Context: an optimization exercise on an open-source flow, tuned for small area, a short achievable clock period and few clock cycles per item. The choices shown serve that exercise and are no tape-out recipe.
Function was checked by simulation only, so behaviour that the tests miss may differ from the original.

`design/flow/flow/run.sh`:
```
#!/bin/bash
# Standard ORFS layout with two changes to how it is made:
#  - synthesis is the standard flow's own script, but ABC maps for minimum area (deepsyn +
#    area mapping, flow/abc_min.script) instead of minimum delay, and full
#    adders are left to ABC instead of being extracted first;
#  - the port buffers are the smallest buffer cell;
#  - clock tree synthesis adds no dummy loads to the clock tree leaves.
# Each tool's output goes to its own log in this folder (synth.log, layout.log)
# besides ORFS's logs under orfs/logs.
set -euo pipefail
W=$PWD
{
  head -n 1 synth_recipe.tcl
  cat <<TCL
proc abc {args} {
  set i [lsearch -exact \$args -script]
  if { \$i >= 0 } { set args [lreplace \$args [expr {\$i + 1}] [expr {\$i + 1}] $W/flow/abc_min.script] }
  yosys abc {*}\$args
}
proc extract_fa {args} {}
TCL
  tail -n +2 synth_recipe.tcl
} > my_synth.tcl
sed "s#SYNTH_SCRIPT=[^ ]*#SYNTH_SCRIPT=$W/my_synth.tcl#" standard.sh > my_standard.sh
bash my_standard.sh synth > synth.log 2>&1
bash standard.sh "BUFFER_PORTS_ARGS=-buffer_cell sky130_fd_sc_hd__buf_1" \
  "CTS_ARGS=-sink_clustering_enable -repair_clock_nets -dont_use_dummy_load -buf_list sky130_fd_sc_hd__clkbuf_8" \
  finish > layout.log 2>&1
```
`design/flow/flow/abc_min.script`:
```
strash
&get -n
&deepsyn -T 90
&put
dch
amap
topo
```
`design/flow/standard.sh`:
```
#!/bin/bash
# synth_recipe.tcl (not shown) runs the flow's synth.tcl, then flattens the netlist and writes it again
# the make line also repeats each setting of config.mk as NAME=value (left out here)
make -C /OpenROAD-flow-scripts/flow DESIGN_CONFIG=/design/flow/config.mk WORK_HOME=/design/flow/orfs CLKGATE_MAP_FILE= SYNTH_SCRIPT=/design/flow/synth_recipe.tcl "${@:-finish}"
```
`design/flow/config.mk`:
```
export PLATFORM = sky130hd
export DESIGN_NAME = RSA_TOP
export DESIGN_NICKNAME = RSA_TOP
export VERILOG_FILES = /design/flow/design.v
export SDC_FILE = /design/flow/constraint.sdc
export NUM_CORES = 4
export LEC_CHECK = 0
export CAP_MARGIN = 20
export CORE_MARGIN = 2
export CORE_UTILIZATION = 60
export CTS_BUF_LIST = sky130_fd_sc_hd__clkbuf_8
export GPL_TIMING_DRIVEN = 0
export SLEW_MARGIN = 20
```
`design/flow/constraint.sdc`:
```
create_clock -name core_clock -period 160.0 [get_ports {clk}]
set_input_delay 32.0000 -clock core_clock [delete_from_list [all_inputs] [get_ports {clk}]]
set_output_delay 32.0000 -clock core_clock [all_outputs]
set_load 0.01 [all_outputs]
```
`design/flow/design.v`:
```
module RSA_CS #(parameter W = 5) (input [W-1:0] X, input [W-1:0] M, output [W-1:0] Y);
  wire [W:0] br;
  wire [W-1:0] d;
  assign br[0] = 1'b0;
  genvar i;
  generate for (i = 0; i < W; i = i + 1) begin : g
    assign d[i] = X[i] ^ M[i] ^ br[i];
    assign br[i+1] = (~X[i] & M[i]) | (~(X[i] ^ M[i]) & br[i]);
  end endgenerate
  assign Y = br[W] ? X : d;
endmodule
module RSA_MOD (input [7:0] X, input [3:0] M, output [3:0] R);
  wire [4:0] y3, y2, y1, y0;
  RSA_CS #(5) s3 (.X(X[7:3]),            .M({1'b0, M}), .Y(y3));
  RSA_CS #(5) s2 (.X({y3[3:0], X[2]}),   .M({1'b0, M}), .Y(y2));
  RSA_CS #(5) s1 (.X({y2[3:0], X[1]}),   .M({1'b0, M}), .Y(y1));
  RSA_CS #(5) s0 (.X({y1[3:0], X[0]}),   .M({1'b0, M}), .Y(y0));
  assign R = y0[3:0];
endmodule
module RSA_ADD #(parameter W = 8) (input [W-1:0] A, input [W-1:0] B, output [W-1:0] S);
  wire [W:0] c;
  assign c[0] = 1'b0;
  genvar i;
  generate for (i = 0; i < W; i = i + 1) begin : g
    assign S[i] = A[i] ^ B[i] ^ c[i];
    assign c[i+1] = (A[i] & B[i]) | ((A[i] ^ B[i]) & c[i]);
  end endgenerate
endmodule
module RSA_IP (
    input  [3:0] IN_X,     
    input  [6:1] IN_E,     
    input  [7:0] IN_C,
    output [7:0] OUT_M
);
  wire [13:0] pr;
  assign pr[ 0] = (IN_X == 4'd9);    
  assign pr[ 1] = (IN_X == 4'd8);    
  assign pr[ 2] = (IN_X == 4'd14);    
  assign pr[ 3] = (IN_X == 4'd11);    
  assign pr[ 4] = (IN_X == 4'd13);    
  assign pr[ 5] = (IN_X == 4'd12);    
  assign pr[ 6] = (IN_X == 4'd10);    
  assign pr[ 7] = (IN_X == 4'd15);    
  assign pr[ 8] = (IN_X == 4'd1);    
  assign pr[ 9] = (IN_X == 4'd7);    
  assign pr[10] = (IN_X == 4'd2);    
  assign pr[11] = (IN_X == 4'd6);    
  assign pr[12] = (IN_X == 4'd3);    
  assign pr[13] = (IN_X == 4'd5);    
  wire [5:0] sh = {1'b0, pr[13], pr[12] | pr[11], pr[10] | pr[9] | pr[8],
                   pr[7] | pr[6] | pr[5] | pr[4], pr[3] | pr[2] | pr[1] | pr[0]};
  wire [5:0] bh = {pr[13] | pr[12] | pr[10] | pr[7] | pr[3], pr[11] | pr[9] | pr[6] | pr[2],
                   pr[8] | pr[5] | pr[1], pr[4] | pr[0], 2'b00};
  wire [3:0] s = {sh[4], sh[2] | sh[3], sh[0] | sh[1] | sh[3] | sh[4], sh[1] | sh[2] | sh[3] | sh[4]};
  wire [3:0] b = {bh[4] | bh[5], bh[2] | bh[3] | bh[5], bh[1] | bh[3] | bh[4], 1'b1};
  wire x3;            
  wire x4 = IN_E[1];  
  wire [1:0] k11;     
  RSA_ECLS u_ecls (.E(IN_E), .X3(x3), .K11(k11));
  wire [3:0] rs, rb;
  RSA_MOD u_rs (.X(IN_C), .M(s), .R(rs));
  RSA_MOD u_rb (.X(IN_C), .M(b), .R(rb));
  wire [3:0] r11 = sh[4] ? rs : rb;
  wire [3:0] ys5, ys7, yb5, yb7, y11, y13;
  RSA_POW5  u_ps5 (.K(x4),       .R(rs),  .Y(ys5));
  RSA_POW7  u_ps7 (.K(x3),       .R(rs),  .Y(ys7));
  RSA_POW5  u_pb5 (.K(x4),       .R(rb),  .Y(yb5));
  RSA_POW7  u_pb7 (.K(x3),       .R(rb),  .Y(yb7));
  RSA_POW11 u_p11 (.K(k11),      .R(r11), .Y(y11));
  RSA_POW13 u_p13 (.K({x4, x3}), .R(rb),  .Y(y13));
  wire [3:0] ms = ({4{sh[0] | sh[1]}} & rs) | ({4{sh[2]}} & ys5) | ({4{sh[3]}} & ys7) | ({4{sh[4]}} & y11);
  wire [3:0] mb = ({4{bh[1]}} & rb) | ({4{bh[2]}} & yb5) | ({4{bh[3]}} & yb7) | ({4{bh[4]}} & y11) | ({4{bh[5]}} & y13);
  wire [3:0] mbs;
  RSA_MODS u_mbs (.SH(sh[4:0]), .M(mb), .R(mbs));
  wire [4:0] vd;
  RSA_ADD #(5) u_vd (.A({1'b0, ms}), .B({1'b1, ~mbs}), .S(vd));    
  wire [3:0] vn, vs;
  RSA_ADD #(4) u_vn (.A(vd[3:0]), .B(4'd1), .S(vn));
  RSA_ADD #(4) u_vs (.A(vd[3:0]), .B(s + 4'd1), .S(vs));
  wire [3:0] v = vd[4] ? vs : vn;
  wire [3:0] u;
  RSA_UINV u_u (.PR(pr), .V(v), .U(u));
  wire [7:0] a0, a1, a2;
  RSA_ADD #(8) u_a0 (.A({4'd0, u}), .B({4'd0, mb}), .S(a0));
  RSA_ADD #(8) u_a1 (.A(a0), .B({3'd0, u & {4{b[1]}}, 1'b0}), .S(a1));
  RSA_ADD #(8) u_a2 (.A(a1), .B({2'd0, u & {4{b[2]}}, 2'b0}), .S(a2));
  RSA_ADD #(8) u_a3 (.A(a2), .B({1'd0, u & {4{b[3]}}, 3'b0}), .S(OUT_M));
endmodule
module RSA_POW5 (input [0:0] K, input [3:0] R, output reg [3:0] Y);
  always @(*) begin
    case ({K, R})
      {1'd0, 4'd0}: Y = 4'd0;
      {1'd0, 4'd1}: Y = 4'd1;
      {1'd0, 4'd2}: Y = 4'd2;
      {1'd0, 4'd3}: Y = 4'd3;
      {1'd0, 4'd4}: Y = 4'd4;
      {1'd1, 4'd0}: Y = 4'd0;
      {1'd1, 4'd1}: Y = 4'd1;
      {1'd1, 4'd2}: Y = 4'd3;
      {1'd1, 4'd3}: Y = 4'd2;
      {1'd1, 4'd4}: Y = 4'd4;
      default: Y = 4'd0;
    endcase
  end
endmodule
module RSA_POW7 (input [0:0] K, input [3:0] R, output reg [3:0] Y);
  always @(*) begin
    case ({K, R})
      {1'd0, 4'd0}: Y = 4'd0;
      {1'd0, 4'd1}: Y = 4'd1;
      {1'd0, 4'd2}: Y = 4'd2;
      {1'd0, 4'd3}: Y = 4'd3;
      {1'd0, 4'd4}: Y = 4'd4;
      {1'd0, 4'd5}: Y = 4'd5;
      {1'd0, 4'd6}: Y = 4'd6;
      {1'd1, 4'd0}: Y = 4'd0;
      {1'd1, 4'd1}: Y = 4'd1;
      {1'd1, 4'd2}: Y = 4'd4;
      {1'd1, 4'd3}: Y = 4'd5;
      {1'd1, 4'd4}: Y = 4'd2;
      {1'd1, 4'd5}: Y = 4'd3;
      {1'd1, 4'd6}: Y = 4'd6;
      default: Y = 4'd0;
    endcase
  end
endmodule
module RSA_POW11 (input [1:0] K, input [3:0] R, output reg [3:0] Y);
  always @(*) begin
    case ({K, R})
      {2'd0, 4'd0}: Y = 4'd0;
      {2'd0, 4'd1}: Y = 4'd1;
      {2'd0, 4'd2}: Y = 4'd2;
      {2'd0, 4'd3}: Y = 4'd3;
      {2'd0, 4'd4}: Y = 4'd4;
      {2'd0, 4'd5}: Y = 4'd5;
      {2'd0, 4'd6}: Y = 4'd6;
      {2'd0, 4'd7}: Y = 4'd7;
      {2'd0, 4'd8}: Y = 4'd8;
      {2'd0, 4'd9}: Y = 4'd9;
      {2'd0, 4'd10}: Y = 4'd10;
      {2'd1, 4'd0}: Y = 4'd0;
      {2'd1, 4'd1}: Y = 4'd1;
      {2'd1, 4'd2}: Y = 4'd8;
      {2'd1, 4'd3}: Y = 4'd5;
      {2'd1, 4'd4}: Y = 4'd9;
      {2'd1, 4'd5}: Y = 4'd4;
      {2'd1, 4'd6}: Y = 4'd7;
      {2'd1, 4'd7}: Y = 4'd2;
      {2'd1, 4'd8}: Y = 4'd6;
      {2'd1, 4'd9}: Y = 4'd3;
      {2'd1, 4'd10}: Y = 4'd10;
      {2'd2, 4'd0}: Y = 4'd0;
      {2'd2, 4'd1}: Y = 4'd1;
      {2'd2, 4'd2}: Y = 4'd7;
      {2'd2, 4'd3}: Y = 4'd9;
      {2'd2, 4'd4}: Y = 4'd5;
      {2'd2, 4'd5}: Y = 4'd3;
      {2'd2, 4'd6}: Y = 4'd8;
      {2'd2, 4'd7}: Y = 4'd6;
      {2'd2, 4'd8}: Y = 4'd2;
      {2'd2, 4'd9}: Y = 4'd4;
      {2'd2, 4'd10}: Y = 4'd10;
      {2'd3, 4'd0}: Y = 4'd0;
      {2'd3, 4'd1}: Y = 4'd1;
      {2'd3, 4'd2}: Y = 4'd6;
      {2'd3, 4'd3}: Y = 4'd4;
      {2'd3, 4'd4}: Y = 4'd3;
      {2'd3, 4'd5}: Y = 4'd9;
      {2'd3, 4'd6}: Y = 4'd2;
      {2'd3, 4'd7}: Y = 4'd8;
      {2'd3, 4'd8}: Y = 4'd7;
      {2'd3, 4'd9}: Y = 4'd5;
      {2'd3, 4'd10}: Y = 4'd10;
      default: Y = 4'd0;
    endcase
  end
endmodule
module RSA_POW13 (input [1:0] K, input [3:0] R, output reg [3:0] Y);
  always @(*) begin
    case ({K, R})
      {2'd0, 4'd0}: Y = 4'd0;
      {2'd0, 4'd1}: Y = 4'd1;
      {2'd0, 4'd2}: Y = 4'd2;
      {2'd0, 4'd3}: Y = 4'd3;
      {2'd0, 4'd4}: Y = 4'd4;
      {2'd0, 4'd5}: Y = 4'd5;
      {2'd0, 4'd6}: Y = 4'd6;
      {2'd0, 4'd7}: Y = 4'd7;
      {2'd0, 4'd8}: Y = 4'd8;
      {2'd0, 4'd9}: Y = 4'd9;
      {2'd0, 4'd10}: Y = 4'd10;
      {2'd0, 4'd11}: Y = 4'd11;
      {2'd0, 4'd12}: Y = 4'd12;
      {2'd1, 4'd0}: Y = 4'd0;
      {2'd1, 4'd1}: Y = 4'd1;
      {2'd1, 4'd2}: Y = 4'd6;
      {2'd1, 4'd3}: Y = 4'd9;
      {2'd1, 4'd4}: Y = 4'd10;
      {2'd1, 4'd5}: Y = 4'd5;
      {2'd1, 4'd6}: Y = 4'd2;
      {2'd1, 4'd7}: Y = 4'd11;
      {2'd1, 4'd8}: Y = 4'd8;
      {2'd1, 4'd9}: Y = 4'd3;
      {2'd1, 4'd10}: Y = 4'd4;
      {2'd1, 4'd11}: Y = 4'd7;
      {2'd1, 4'd12}: Y = 4'd12;
      {2'd2, 4'd0}: Y = 4'd0;
      {2'd2, 4'd1}: Y = 4'd1;
      {2'd2, 4'd2}: Y = 4'd11;
      {2'd2, 4'd3}: Y = 4'd3;
      {2'd2, 4'd4}: Y = 4'd4;
      {2'd2, 4'd5}: Y = 4'd8;
      {2'd2, 4'd6}: Y = 4'd7;
      {2'd2, 4'd7}: Y = 4'd6;
      {2'd2, 4'd8}: Y = 4'd5;
      {2'd2, 4'd9}: Y = 4'd9;
      {2'd2, 4'd10}: Y = 4'd10;
      {2'd2, 4'd11}: Y = 4'd2;
      {2'd2, 4'd12}: Y = 4'd12;
      {2'd3, 4'd0}: Y = 4'd0;
      {2'd3, 4'd1}: Y = 4'd1;
      {2'd3, 4'd2}: Y = 4'd7;
      {2'd3, 4'd3}: Y = 4'd9;
      {2'd3, 4'd4}: Y = 4'd10;
      {2'd3, 4'd5}: Y = 4'd8;
      {2'd3, 4'd6}: Y = 4'd11;
      {2'd3, 4'd7}: Y = 4'd2;
      {2'd3, 4'd8}: Y = 4'd5;
      {2'd3, 4'd9}: Y = 4'd3;
      {2'd3, 4'd10}: Y = 4'd4;
      {2'd3, 4'd11}: Y = 4'd6;
      {2'd3, 4'd12}: Y = 4'd12;
      default: Y = 4'd0;
    endcase
  end
endmodule
module RSA_MODS (input [4:0] SH, input [3:0] M, output [3:0] R);
  reg [3:0] r0;
  always @(*) case (M) 4'd0: r0 = 4'd0; 4'd1: r0 = 4'd1; 4'd2: r0 = 4'd0; 4'd3: r0 = 4'd1; 4'd4: r0 = 4'd0; 4'd5: r0 = 4'd1; 4'd6: r0 = 4'd0; 4'd7: r0 = 4'd1; 4'd8: r0 = 4'd0; 4'd9: r0 = 4'd1; 4'd10: r0 = 4'd0; 4'd11: r0 = 4'd1; 4'd12: r0 = 4'd0; default: r0 = 4'd0; endcase
  reg [3:0] r1;
  always @(*) case (M) 4'd0: r1 = 4'd0; 4'd1: r1 = 4'd1; 4'd2: r1 = 4'd2; 4'd3: r1 = 4'd0; 4'd4: r1 = 4'd1; 4'd5: r1 = 4'd2; 4'd6: r1 = 4'd0; 4'd7: r1 = 4'd1; 4'd8: r1 = 4'd2; 4'd9: r1 = 4'd0; 4'd10: r1 = 4'd1; 4'd11: r1 = 4'd2; 4'd12: r1 = 4'd0; default: r1 = 4'd0; endcase
  reg [3:0] r2;
  always @(*) case (M) 4'd0: r2 = 4'd0; 4'd1: r2 = 4'd1; 4'd2: r2 = 4'd2; 4'd3: r2 = 4'd3; 4'd4: r2 = 4'd4; 4'd5: r2 = 4'd0; 4'd6: r2 = 4'd1; 4'd7: r2 = 4'd2; 4'd8: r2 = 4'd3; 4'd9: r2 = 4'd4; 4'd10: r2 = 4'd0; 4'd11: r2 = 4'd1; 4'd12: r2 = 4'd2; default: r2 = 4'd0; endcase
  reg [3:0] r3;
  always @(*) case (M) 4'd0: r3 = 4'd0; 4'd1: r3 = 4'd1; 4'd2: r3 = 4'd2; 4'd3: r3 = 4'd3; 4'd4: r3 = 4'd4; 4'd5: r3 = 4'd5; 4'd6: r3 = 4'd6; 4'd7: r3 = 4'd0; 4'd8: r3 = 4'd1; 4'd9: r3 = 4'd2; 4'd10: r3 = 4'd3; 4'd11: r3 = 4'd4; 4'd12: r3 = 4'd5; default: r3 = 4'd0; endcase
  reg [3:0] r4;
  always @(*) case (M) 4'd0: r4 = 4'd0; 4'd1: r4 = 4'd1; 4'd2: r4 = 4'd2; 4'd3: r4 = 4'd3; 4'd4: r4 = 4'd4; 4'd5: r4 = 4'd5; 4'd6: r4 = 4'd6; 4'd7: r4 = 4'd7; 4'd8: r4 = 4'd8; 4'd9: r4 = 4'd9; 4'd10: r4 = 4'd10; 4'd11: r4 = 4'd0; 4'd12: r4 = 4'd1; default: r4 = 4'd0; endcase
  assign R = ({4{SH[0]}} & r0) | ({4{SH[1]}} & r1) | ({4{SH[2]}} & r2) | ({4{SH[3]}} & r3) | ({4{SH[4]}} & r4);
endmodule
module RSA_UINV (input [13:0] PR, input [3:0] V, output [3:0] U);
  reg [3:0] u0;
  always @(*) case (V) 4'd0: u0 = 4'd0; 4'd1: u0 = 4'd1; default: u0 = 4'd0; endcase
  reg [3:0] u1;
  always @(*) case (V) 4'd0: u1 = 4'd0; 4'd1: u1 = 4'd1; default: u1 = 4'd0; endcase
  reg [3:0] u2;
  always @(*) case (V) 4'd0: u2 = 4'd0; 4'd1: u2 = 4'd1; default: u2 = 4'd0; endcase
  reg [3:0] u3;
  always @(*) case (V) 4'd0: u3 = 4'd0; 4'd1: u3 = 4'd1; default: u3 = 4'd0; endcase
  reg [3:0] u4;
  always @(*) case (V) 4'd0: u4 = 4'd0; 4'd1: u4 = 4'd2; 4'd2: u4 = 4'd1; default: u4 = 4'd0; endcase
  reg [3:0] u5;
  always @(*) case (V) 4'd0: u5 = 4'd0; 4'd1: u5 = 4'd1; 4'd2: u5 = 4'd2; default: u5 = 4'd0; endcase
  reg [3:0] u6;
  always @(*) case (V) 4'd0: u6 = 4'd0; 4'd1: u6 = 4'd2; 4'd2: u6 = 4'd1; default: u6 = 4'd0; endcase
  reg [3:0] u7;
  always @(*) case (V) 4'd0: u7 = 4'd0; 4'd1: u7 = 4'd1; 4'd2: u7 = 4'd2; default: u7 = 4'd0; endcase
  reg [3:0] u8;
  always @(*) case (V) 4'd0: u8 = 4'd0; 4'd1: u8 = 4'd3; 4'd2: u8 = 4'd1; 4'd3: u8 = 4'd4; 4'd4: u8 = 4'd2; default: u8 = 4'd0; endcase
  reg [3:0] u9;
  always @(*) case (V) 4'd0: u9 = 4'd0; 4'd1: u9 = 4'd1; 4'd2: u9 = 4'd2; 4'd3: u9 = 4'd3; 4'd4: u9 = 4'd4; default: u9 = 4'd0; endcase
  reg [3:0] u10;
  always @(*) case (V) 4'd0: u10 = 4'd0; 4'd1: u10 = 4'd2; 4'd2: u10 = 4'd4; 4'd3: u10 = 4'd1; 4'd4: u10 = 4'd3; default: u10 = 4'd0; endcase
  reg [3:0] u11;
  always @(*) case (V) 4'd0: u11 = 4'd0; 4'd1: u11 = 4'd2; 4'd2: u11 = 4'd4; 4'd3: u11 = 4'd6; 4'd4: u11 = 4'd1; 4'd5: u11 = 4'd3; 4'd6: u11 = 4'd5; default: u11 = 4'd0; endcase
  reg [3:0] u12;
  always @(*) case (V) 4'd0: u12 = 4'd0; 4'd1: u12 = 4'd6; 4'd2: u12 = 4'd5; 4'd3: u12 = 4'd4; 4'd4: u12 = 4'd3; 4'd5: u12 = 4'd2; 4'd6: u12 = 4'd1; default: u12 = 4'd0; endcase
  reg [3:0] u13;
  always @(*) case (V) 4'd0: u13 = 4'd0; 4'd1: u13 = 4'd6; 4'd2: u13 = 4'd1; 4'd3: u13 = 4'd7; 4'd4: u13 = 4'd2; 4'd5: u13 = 4'd8; 4'd6: u13 = 4'd3; 4'd7: u13 = 4'd9; 4'd8: u13 = 4'd4; 4'd9: u13 = 4'd10; 4'd10: u13 = 4'd5; default: u13 = 4'd0; endcase
  assign U = ({4{PR[0]}} & u0) | ({4{PR[1]}} & u1) | ({4{PR[2]}} & u2) | ({4{PR[3]}} & u3) | ({4{PR[4]}} & u4) | ({4{PR[5]}} & u5) | ({4{PR[6]}} & u6) | ({4{PR[7]}} & u7) | ({4{PR[8]}} & u8) | ({4{PR[9]}} & u9) | ({4{PR[10]}} & u10) | ({4{PR[11]}} & u11) | ({4{PR[12]}} & u12) | ({4{PR[13]}} & u13);
endmodule
module RSA_ECLS (input [6:1] E, output reg X3, output reg [1:0] K11);
  wire [4:0] s = {3'b0, E[6:5]} + {1'b0, E[4:1]};
  always @(*) begin
    case (s)
      5'd0: begin X3 = 1'b0; K11 = 2'd0; end
      5'd1: begin X3 = 1'b0; K11 = 2'd2; end
      5'd2: begin X3 = 1'b1; K11 = 2'd0; end
      5'd3: begin X3 = 1'b0; K11 = 2'd1; end
      5'd4: begin X3 = 1'b0; K11 = 2'd3; end
      5'd5: begin X3 = 1'b1; K11 = 2'd0; end
      5'd6: begin X3 = 1'b0; K11 = 2'd2; end
      5'd7: begin X3 = 1'b0; K11 = 2'd0; end
      5'd8: begin X3 = 1'b1; K11 = 2'd1; end
      5'd9: begin X3 = 1'b0; K11 = 2'd3; end
      5'd10: begin X3 = 1'b0; K11 = 2'd0; end
      5'd11: begin X3 = 1'b1; K11 = 2'd2; end
      5'd12: begin X3 = 1'b0; K11 = 2'd0; end
      5'd13: begin X3 = 1'b0; K11 = 2'd1; end
      5'd14: begin X3 = 1'b1; K11 = 2'd3; end
      5'd15: begin X3 = 1'b0; K11 = 2'd0; end
      5'd16: begin X3 = 1'b0; K11 = 2'd2; end
      5'd17: begin X3 = 1'b1; K11 = 2'd0; end
      5'd18: begin X3 = 1'b0; K11 = 2'd1; end
      default: begin X3 = 1'b0; K11 = 2'd0; end
    endcase
  end
endmodule
module RSA_TOP (
    clk, rst_n, in_valid,
    in_p, in_q, in_e, in_c,
    out_valid, out_m
);
input clk, rst_n, in_valid;
input [3:0] in_p, in_q;
input [7:0] in_e, in_c;
output out_valid;
output reg [7:0] out_m;
reg [3:0] st;
wire [3:0] st_nx = st[3]     ? ((st[2:0] == 3'd7) ? {3'd0, in_valid} : st + 4'd1) :
                   in_valid  ? 4'd1 : {st[0], 3'd0};
always @(posedge clk or negedge rst_n) begin
  if (!rst_n) st <= 4'd0;
  else st <= st_nx;
end
wire kload = (st == 4'd0) | (st == 4'd15);
wire [3:0] cp = {in_p[2] | in_p[3], in_p[0] & ~in_p[2], in_p[3], in_p[1]};
wire [3:0] cq = {in_q[2] | in_q[3], in_q[0] & ~in_q[2], in_q[3], in_q[1]};
reg [3:0] kx;
reg [6:1] ke;
always @(posedge clk) if (kload) begin
  kx <= cp ^ cq;
  ke <= in_e[6:1];
end
reg [7:0] dl [0:7];
integer i;
always @(posedge clk) begin
  dl[0] <= in_c;
  for (i = 1; i < 8; i = i + 1) dl[i] <= dl[i-1];
end
wire [7:0] m_w;
RSA_IP I_RSA_IP (.IN_X(kx), .IN_E(ke), .IN_C(dl[7]), .OUT_M(m_w));
always @(posedge clk or negedge rst_n) begin
  if (!rst_n) out_m <= 8'd0;
  else out_m <= m_w & {8{st_nx[3]}};
end
assign out_valid = st[3];
endmodule
```
==> summary.txt <==
share of the synthesized area in the top cell type: 27.1%
PortBufs: 33
busiest grt layer: met2
data arrival time of the worst path: 0.94 ns
M2 GR Usage: 47.7%
routability cong.: 0.958
post_cts resized: 0
total wire length: 12.1 mm
Synth Register Bits: 86
P&R area growth vs syn: 8.22%
Placed Area: 4980 µm²
global-route wire length before repair: 19.9 mm
fin crit share: 20.6%
Post-CTS Setup Inserts: 0
Nets: 740
number of I/O pins: 36
Post-Route Skew: 0.0175 ns
CTS tree: built
Setup Viol. Count Final: 0
post-synthesis cell area: 4720 µm²
Most used DFF post-synth: dfxtp_1
RSZ-0062 raised after global routing: no
Initial Util: 61.4%
pin count of the biggest net entering global routing: 19
initial DRC count: 446
Worst R2R Path Depth: 89
Worst slew margin: 26.9%
syn_nets: 695
total grt overflow: 0
CTS sink count: 86
sequential area share after synthesis: 39.9%
CP max stage delay: 0.42 ns
count leader, synth: nor2_1
multi-input logic area: 2540 µm²
# Max-Cap Violations: 0
worst hold stages: 0
width of the chip: 92.7 µm
CP required: 128.00 ns
total track usage: 29.0%
ANT cells: 0
status: finished clean
Setup TNS: 0 ns
Crit Path Category: flop to primary output
Top delay family on crit path: flip-flops
largest area contributor in the netlist: dfxtp_1
Hold Buf Count CTS: 0
antenna violations before repair: 0
reg2reg start: kx[1]
Cells after Synth: 668
vias per cell: 6.04
placement row count: 32
Slew Viols, Final: 0
DIE AREA: 8590 µm²
grt met3 use: 7.49%
Min Hold Slack: 0.311 ns
drt wl/cell: 14.9 µm
drt pass-1 iters: 7
CP cell instances: buf_1
Die Height: 92.7 µm
DP HPWL: 9.21 mm
Hold Path Class: flop to flop
YS warnings: 10
CTS Buf Count: 9
r2r endpoint: out_m[6]
FF+latch area: 1880 µm²
clk latency of the worst-skew pair: 0.35 ns
grt met1 use: 37.5%
final hold viol count: 0
HP Start: dl[6][5]
slowest cell on the critical path: dfrtp_1
H-tree Lvls: 3
Reg clk slew, reported paths: 0.08 ns
post-route ant nets: 0
Syn Area/Cell: 7.07 µm²
via count: 4,911
Async SR Flop Fraction: 14.0%
Slew @ Worst Pin: 1.10 ns
CP endpoint kind: primary output
DRC: 0
vias in the first global route: 4,358
Synth area leaders: dfxtp_1 (27%), nor2_1 (12%), o21ai_0 (7.0%)
fillers: 682
top post-synthesis cells by count: nor2_1 (156), clkinv_1 (82), o21ai_0 (66)
Core ar.: 7690 µm²
WHS Endpoint: dl[7][5]
Fmax: 0.0304 GHz
crit path launch type: flop
share of layout cells above drive strength 1: 1.55%
flop-to-flop setup slack: 140.05 ns
cell area after layout: 5110 µm²
Clock Tree Root: clkbuf_8
Max clock buf depth: 2
Post-synth EDFFs: 10
crit path time final: 32.94 ns
post-synthesis cell type count: 41
Crit path buffers/inverters: 1
crit path max fanout: 5
[layout by cell type, fill, tap and decap left out, types with 2 or more instances in the layout]
cell type	synthesis	routed
o21ai_0	66	65
nor3b_1	2	2
or3_1	2	2
nor3_1	30	30
buf_1	0	34
a311oi_1	2	2
o22ai_1	26	26
nor2_1	156	155
or2_0	6	6
a31oi_1	8	8
a21oi_1	64	64
dfrtp_1	12	12
and2_0	3	3
nor2b_1	6	6
a211oi_1	11	11
a22oi_1	6	6
o211ai_1	5	5
clkinv_1	82	82
o221ai_1	7	7
a221oi_1	4	4
edfxtp_1	10	10
nand2_1	50	50
clkbuf_8	0	9
o21a_1	3	3
nand3_1	10	10
nor4_1	3	3
o311ai_0	4	3
o32ai_1	5	5
o41ai_1	2	2
o2111ai_1	2	2
a21o_1	5	5
dfxtp_1	64	64
[cell type report]
| class | instances | area share [%] |
|---|---|---|
| well taps | 102 | 2.50 |
| flip-flops and latches | 86 | 36.8 |
| multi-input cells | 500 | 49.7 |
| clock buffers | 9 | 2.42 |
| inverters | 82 | 6.02 |
| repair buffers | 34 | 2.50 |
[flip-flops by register name (all words and copies together) (netlist names)]
signal / flops
dl: 64
ke: 6
kx: 4
out_m: 8
st: 4
[per-layer routing]
metal	vias to the layer above	wire, µm
met2	222	5580
met3	31	1100
met1	2195	5200
li1	2463	-
met4	0	237
met5	-	0
[cell families after synthesis]
| logic type | Yosys count | share of synthesized area (%) |
|---|---|---|
| DFF | 86 | 39.9 |
| and+or+nand+nor | 270 | 23.9 |
| buffers and inverters | 82 | 6.52 |
| AOI/OAI and AO/OA | 230 | 29.8 |
[how the worst max path moves through the flow]
stage	startpoint	depth (start not counted)	slack, ns	to
floorplan	in_valid	5	127.24	out_m[2]
global placement	in_valid	6	126.84	out_m[7]
detailed placement	in_valid	6	126.82	out_m[7]
CTS	st[3]	1	127.06	out_valid
global route	st[3]	1	127.02	out_valid
finish	st[3]	1	127.06	out_valid
[per-stage QoR]
stage / utilization [%] / worst slack (ns) / cells
floorplan: - / 127.24 / 668
global placement: 64.7 / 126.84 / 803
detailed placement: 64.8 / 126.82 / 804
CTS: 66.4 / 127.06 / 813
global route: 66.5 / 127.02 / 813
finish: 66.5 / 127.06 / 813
Testbench counts, summed over its fixed seeds: cycles 8,160, items 480.

## separate check: timing with driven ports
No port has a modelled driver above. Below, the same layout with a new extraction and two added sets of constraints.
Step 1 assumes that a clkbuf_16 drives the clock port and a buf_2 every other input.
Step 2, shift: input delay + t, output delay - t, t = (earliest + latest rising clock arrival at the registers) / 2. This alone moves slack from input paths to output paths.
Slacks: ideal / step 1 / step 2; pairs: ideal / step 1.
shift t [ns]: 0.381
setup WS [ns]: 127.063 / 127.032 / 126.818
worst setup path after step 2: input to register
After both steps setup and hold are still met in this run. The setup slack of this run moves by -0.031 ns with the drivers and by -0.245 ns with both steps.
